Context: an optimization exercise on an open-source flow, tuned for small area. The choices shown serve that exercise and are no tape-out recipe.
At most, simulation tests tie the RTL to the original design; equivalence was not proved.
Power is estimated from default activity; no workload was simulated.

## exp/raven
==> flow/design.v (excerpt) <==
module TopModule(
input InputKey, ValidCmd, RWMem, ConfigDiv, Reset, Clk,
input[7:0] Addr, InA, InB,
input[3:0] Sel,
input[31:0] DIn,
output CalcActive, CalcMode, Busy, DOutValid, ClkTx,
output [3:0] DataOut);
For scale: ~1,100 cells after synthesis, about 280 flip-flops, roughly 14,000 um2 of cells after synthesis.
==> flow/config.mk <==
export PLATFORM = sky130hd
export DESIGN_NAME = TopModule
export DESIGN_NICKNAME = TopModule
export VERILOG_FILES = /design/flow/design.v
export SDC_FILE = /design/flow/constraint.sdc
export NUM_CORES = 4
export LEC_CHECK = 0
export CAP_MARGIN = 0
export CORE_MARGIN = 2
export CORE_UTILIZATION = 40
export PLACE_DENSITY = 0.6
export SLEW_MARGIN = 0
export SYNTH_HIERARCHICAL = 1
export SYNTH_MINIMUM_KEEP_SIZE = 0
==> flow/constraint.sdc <==
create_clock -name core_clock -period 20.0 [get_ports {Clk}]
set_input_delay 4.0000 -clock core_clock [delete_from_list [all_inputs] [get_ports {Clk}]]
set_output_delay 4.0000 -clock core_clock [all_outputs]
set_load 0.01 [all_outputs]
standard.sh (not shown) runs the stock make flow with config.mk's settings and CLKGATE_MAP_FILE= SYNTH_SCRIPT=/design/flow/synth_recipe.tcl, a recipe that flattens the netlist after the stock synthesis.
==> flow/flow/run.sh <==
#!/bin/bash
# Standard ORFS layout with smaller port buffers, smaller clock buffers and
# no CTS dummy loads.
set -euo pipefail
export BUFFER_PORTS_ARGS="-buffer_cell sky130_fd_sc_hd__buf_1"
export CTS_ARGS="-sink_clustering_enable -repair_clock_nets -dont_use_dummy_load -buf_list sky130_fd_sc_hd__clkbuf_4 -sink_clustering_size 10 -sink_clustering_max_diameter 50"
bash standard.sh > standard.log 2>&1
For exp/violet, these inputs were changed with respect to exp/raven:
==> flow/flow/run.sh <==
#!/bin/bash
# Standard ORFS layout with smaller port buffers, smaller clock buffers and
# no CTS dummy loads.
set -euo pipefail
# timing-driven placement, but keep none of its trial buffering
export GPL_KEEP_OVERFLOW=0
export BUFFER_PORTS_ARGS="-buffer_cell sky130_fd_sc_hd__buf_1"
export CTS_ARGS="-sink_clustering_enable -repair_clock_nets -dont_use_dummy_load -buf_list sky130_fd_sc_hd__clkbuf_4 -sink_clustering_size 10 -sink_clustering_max_diameter 35"
bash standard.sh > standard.log 2>&1
Findings:
- exp/violet completed end to end with timing, DRC and antenna clean.
- From exp/raven to exp/violet, number of setup violations in the final report did not move at all.
- Against exp/raven, exp/violet comes in 3.1% lower on fmax.
- Register-to-register slack | exp/violet below exp/raven
- Total vias in the final route: exp/raven vs exp/violet, no meaningful difference
- Summary — share of the clock period used by the worst path after layout, exp/violet relative to exp/raven: higher, by 2.9 points.
- Total routed wirelength shrinks slightly when moving from exp/raven to exp/violet.
- exp/violet ended with less met1 routing resource usage after global routing than exp/raven.
The inputs of exp/maple differ from those of exp/violet as listed below.
-- flow/flow/run.sh --
<<< exp/violet, line 5
# timing-driven placement, but keep none of its trial buffering
export GPL_KEEP_OVERFLOW=0
>>> exp/maple, line 5
Notes after the runs:
Switching power: higher on exp/maple
Side by side, global-route usage turned out higher in exp/maple than in exp/violet.
Compared with exp/violet, in exp/maple time the final worst path needs with I/O delays and setup has decreased; power density over the cells shows an increase of 1.9%; global-route met3 utilization +1.0 points; area after synthesis closely matched the old numbers; via count of the routed design rose by about 0.33%.
Setup WNS exp/violet -> exp/maple: better
Total power, exp/violet and exp/maple, higher one = exp/maple.


the baseline:
Another version of the RTL of TopModule (not shown whole).
Size in the first run: roughly 290 flip-flops, about 75 I/O pins, ~15000 um2 of cells after synthesis.
==> flow/config.mk <==
export PLATFORM = sky130hd
export DESIGN_NAME = TopModule
export DESIGN_NICKNAME = TopModule
export VERILOG_FILES = /design/flow/design.v
export SDC_FILE = /design/flow/constraint.sdc
export NUM_CORES = 4
export LEC_CHECK = 0
export CAP_MARGIN = 0
export CORE_MARGIN = 2
export CORE_UTILIZATION = 40
export PLACE_DENSITY = 0.6
export SLEW_MARGIN = 0
export SYNTH_HIERARCHICAL = 1
export SYNTH_MINIMUM_KEEP_SIZE = 0
==> flow/constraint.sdc <==
create_clock -name core_clock -period 20.0 [get_ports {Clk}]
set_input_delay 4.0000 -clock core_clock [delete_from_list [all_inputs] [get_ports {Clk}]]
set_output_delay 4.0000 -clock core_clock [all_outputs]
set_load 0.01 [all_outputs]
==> flow/flow/run.sh <==
#!/bin/bash
# Standard ORFS layout with smaller port buffers, smaller clock buffers and
# no CTS dummy loads.
set -euo pipefail
export BUFFER_PORTS_ARGS="-buffer_cell sky130_fd_sc_hd__buf_1"
export CTS_ARGS="-sink_clustering_enable -repair_clock_nets -dont_use_dummy_load -buf_list sky130_fd_sc_hd__clkbuf_8 -sink_clustering_size 16 -sink_clustering_max_diameter 50"
bash standard.sh > standard.log 2>&1
The baseline completed end to end with timing, DRC and antenna clean.
Changes in the candidate relative to the baseline:
-- flow/flow/run.sh --
<<< the baseline, line 6
export CTS_ARGS="-sink_clustering_enable -repair_clock_nets -dont_use_dummy_load -buf_list sky130_fd_sc_hd__clkbuf_8 -sink_clustering_size 16 -sink_clustering_max_diameter 50"
>>> the candidate, line 6
export CTS_ARGS="-sink_clustering_enable -repair_clock_nets -dont_use_dummy_load -buf_list sky130_fd_sc_hd__clkbuf_4 -sink_clustering_size 10 -sink_clustering_max_diameter 35"
Findings:
Higher final-layout clock buffer total was reported by the candidate, not the baseline.
For the global-route usage, the candidate came in 0.30 points higher than the baseline did.
The baseline -> the candidate: die outline area delta 0, exact match
Across both runs, total inserted antenna cells was higher for the candidate than for the baseline.
The candidate vs. the baseline: delay of the slowest cell on the worst path has remained practically unchanged, sequential share of layout area has increased.


== rev 12 ==
Another version of the RTL of TopModule (not shown whole).
For scale: about 1,300 cells after synthesis, ~75 I/O pins, ~16,000 um^2 of cells after synthesis.
==> flow/config.mk <==
export PLATFORM = sky130hd
export DESIGN_NAME = TopModule
export DESIGN_NICKNAME = TopModule
export VERILOG_FILES = /design/flow/design.v
export SDC_FILE = /design/flow/constraint.sdc
export NUM_CORES = 4
export LEC_CHECK = 0
export CAP_MARGIN = 20
export CORE_MARGIN = 2
export CORE_UTILIZATION = 40
export PLACE_DENSITY = 0.6
export SLEW_MARGIN = 20
export SYNTH_HIERARCHICAL = 1
export SYNTH_MINIMUM_KEEP_SIZE = 0
==> flow/constraint.sdc <==
create_clock -name core_clock -period 20.0 [get_ports {Clk}]
set_input_delay 4.0000 -clock core_clock [delete_from_list [all_inputs] [get_ports {Clk}]]
set_output_delay 4.0000 -clock core_clock [all_outputs]
set_load 0.01 [all_outputs]
==> flow/flow/run.sh <==
#!/bin/bash
# Standard ORFS layout with smaller port buffers and no CTS dummy loads.
set -euo pipefail
export BUFFER_PORTS_ARGS="-buffer_cell sky130_fd_sc_hd__buf_1"
export CTS_ARGS="-sink_clustering_enable -repair_clock_nets -dont_use_dummy_load"
bash standard.sh > standard.log 2>&1
For rev 13, these inputs were changed with respect to rev 12:
Settings: SLEW_MARGIN changed from 20 to 0; CAP_MARGIN changed from 20 to 0.
==> flow/flow/run.sh <==
#!/bin/bash
# Standard ORFS layout with smaller port buffers, smaller clock buffers and
# no CTS dummy loads.
set -euo pipefail
export BUFFER_PORTS_ARGS="-buffer_cell sky130_fd_sc_hd__buf_1"
export CTS_ARGS="-sink_clustering_enable -repair_clock_nets -dont_use_dummy_load -buf_list sky130_fd_sc_hd__clkbuf_8 -sink_clustering_size 16 -sink_clustering_max_diameter 50"
bash standard.sh > standard.log 2>&1
Findings:
- Clock network fraction of design power: rev 13 and rev 12 compared, lower one is rev 13
- Summary: with rev 12 as the reference, switching power total in rev 13 moved down slightly.
- From rev 12 to rev 13, width of the die did not move at all.
- Rev 13 against rev 12: growth of design area from synthesis to finish saw a decrease, final clock period utilization by the worst path saw little to no change.
- Rev 13 against rev 12: power -about 5%, final worst setup slack -0.027 ns, wire length ~0 delta.
No functional check of the RTL was part of any run of this note.


== lagoon ==
TopModule, a different RTL version from the one above (not shown whole).
For scale: about 1200 cells after synthesis, about 280 flip-flops, about 75 I/O pins, about 15000 µm² of cells after synthesis.
Design TopModule, start of the top module:
module TopModule(
input InputKey, ValidCmd, RWMem, ConfigDiv, Reset, Clk,
input[7:0] Addr, InA, InB,
input[3:0] Sel,
input[31:0] DIn,
output CalcActive, CalcMode, Busy, DOutValid, ClkTx,
output [3:0] DataOut);
==> flow/config.mk <==
export PLATFORM = sky130hd
export DESIGN_NAME = TopModule
export DESIGN_NICKNAME = TopModule
export VERILOG_FILES = /design/flow/design.v
export SDC_FILE = /design/flow/constraint.sdc
export NUM_CORES = 4
export LEC_CHECK = 0
export CAP_MARGIN = 0
export CORE_MARGIN = 2
export CORE_UTILIZATION = 40
export PLACE_DENSITY = 0.6
export SLEW_MARGIN = 0
export SYNTH_HIERARCHICAL = 1
export SYNTH_MINIMUM_KEEP_SIZE = 0
==> flow/constraint.sdc <==
create_clock -name core_clock -period 20.0 [get_ports {Clk}]
set_input_delay 4.0000 -clock core_clock [delete_from_list [all_inputs] [get_ports {Clk}]]
set_output_delay 4.0000 -clock core_clock [all_outputs]
set_load 0.01 [all_outputs]
==> flow/flow/run.sh <==
#!/bin/bash
# Standard ORFS layout with smaller port buffers, smaller clock buffers and
# no CTS dummy loads.
set -euo pipefail
export BUFFER_PORTS_ARGS="-buffer_cell sky130_fd_sc_hd__buf_1"
export CTS_ARGS="-sink_clustering_enable -repair_clock_nets -dont_use_dummy_load -buf_list sky130_fd_sc_hd__clkbuf_4 -sink_clustering_size 10 -sink_clustering_max_diameter 35"
bash standard.sh > standard.log 2>&1
The inputs of yarrow differ from those of lagoon as listed below.
- CORE_UTILIZATION now 65, was 40
- PLACE_DENSITY now 0.8, was 0.6
--- outcome ---
lagoon -> yarrow: number of register bits inferred by synthesis delta 0, exact match. The placer's final routability congestion estimate of yarrow exceeds that of lagoon by about 3.6%. yarrow vs lagoon: met1 track demand over resource in global routing up in yarrow. Compared with lagoon, in yarrow average routed wire per standard cell has increased, post-synthesis share of cell area spent on and, or, nand and nor gates neither gained nor lost much, fraction of standard cell area that is sequential grew by 0.80 points. yarrow: worst setup slack 340 ps below lagoon. Arrival time reported for the critical path endpoint: yarrow vs lagoon up 290 ps. yarrow vs. lagoon: global-route wire length before repair decreased by about 7% relative to the old numbers; overall die height decreased by 21% relative to the old numbers; final cell count without fillers decreased by 185 relative to the old numbers.

[afterwards: timing with drivers on the ports]
The flow's constraints put no driver on any port. The routed layouts listed below were extracted and timed again, unchanged, in two steps.
Step 1 sets driving cells, clkbuf_16 on the clock port and buf_2 on the other inputs (assumed; they add their load-dependent delay and slew).
Step 2 moves the port delays by t, midway between the first and last clock arrival at a register: inputs arrive t later, outputs are due t later. That takes back most of the time a late clock gives input paths.
a / b / c = no drivers / after step 1 / after step 2; a / b = the first two.
run | shift t [ns] | setup slack, ns | worst slew at a driven data input, ns | pins driven straight from the clock port
exp/raven | 0.677 | 1.714 / 1.714 / 1.714 | 0.07 | 1
exp/violet | 0.648 | 1.139 / 1.139 / 1.139 | 0.07 | 1
exp/maple | 0.675 | 1.613 / 1.613 / 1.613 | 0.08 | 1
the baseline | 0.572 | 2.050 / 2.050 / 2.050 | 0.06 | 1
the candidate | 0.685 | 1.979 / 1.979 / 1.979 | 0.07 | 1
rev 12 | 0.589 | 5.147 / 5.147 / 5.147 | 0.08 | 1
rev 13 | 0.626 | 5.119 / 5.119 / 5.119 | 0.08 | 1
lagoon | 0.696 | 1.472 / 1.472 / 1.472 | 0.08 | 1
yarrow | 0.649 | 1.135 / 1.135 / 1.135 | 0.08 | 1
After both steps setup and hold are still met in every run listed.
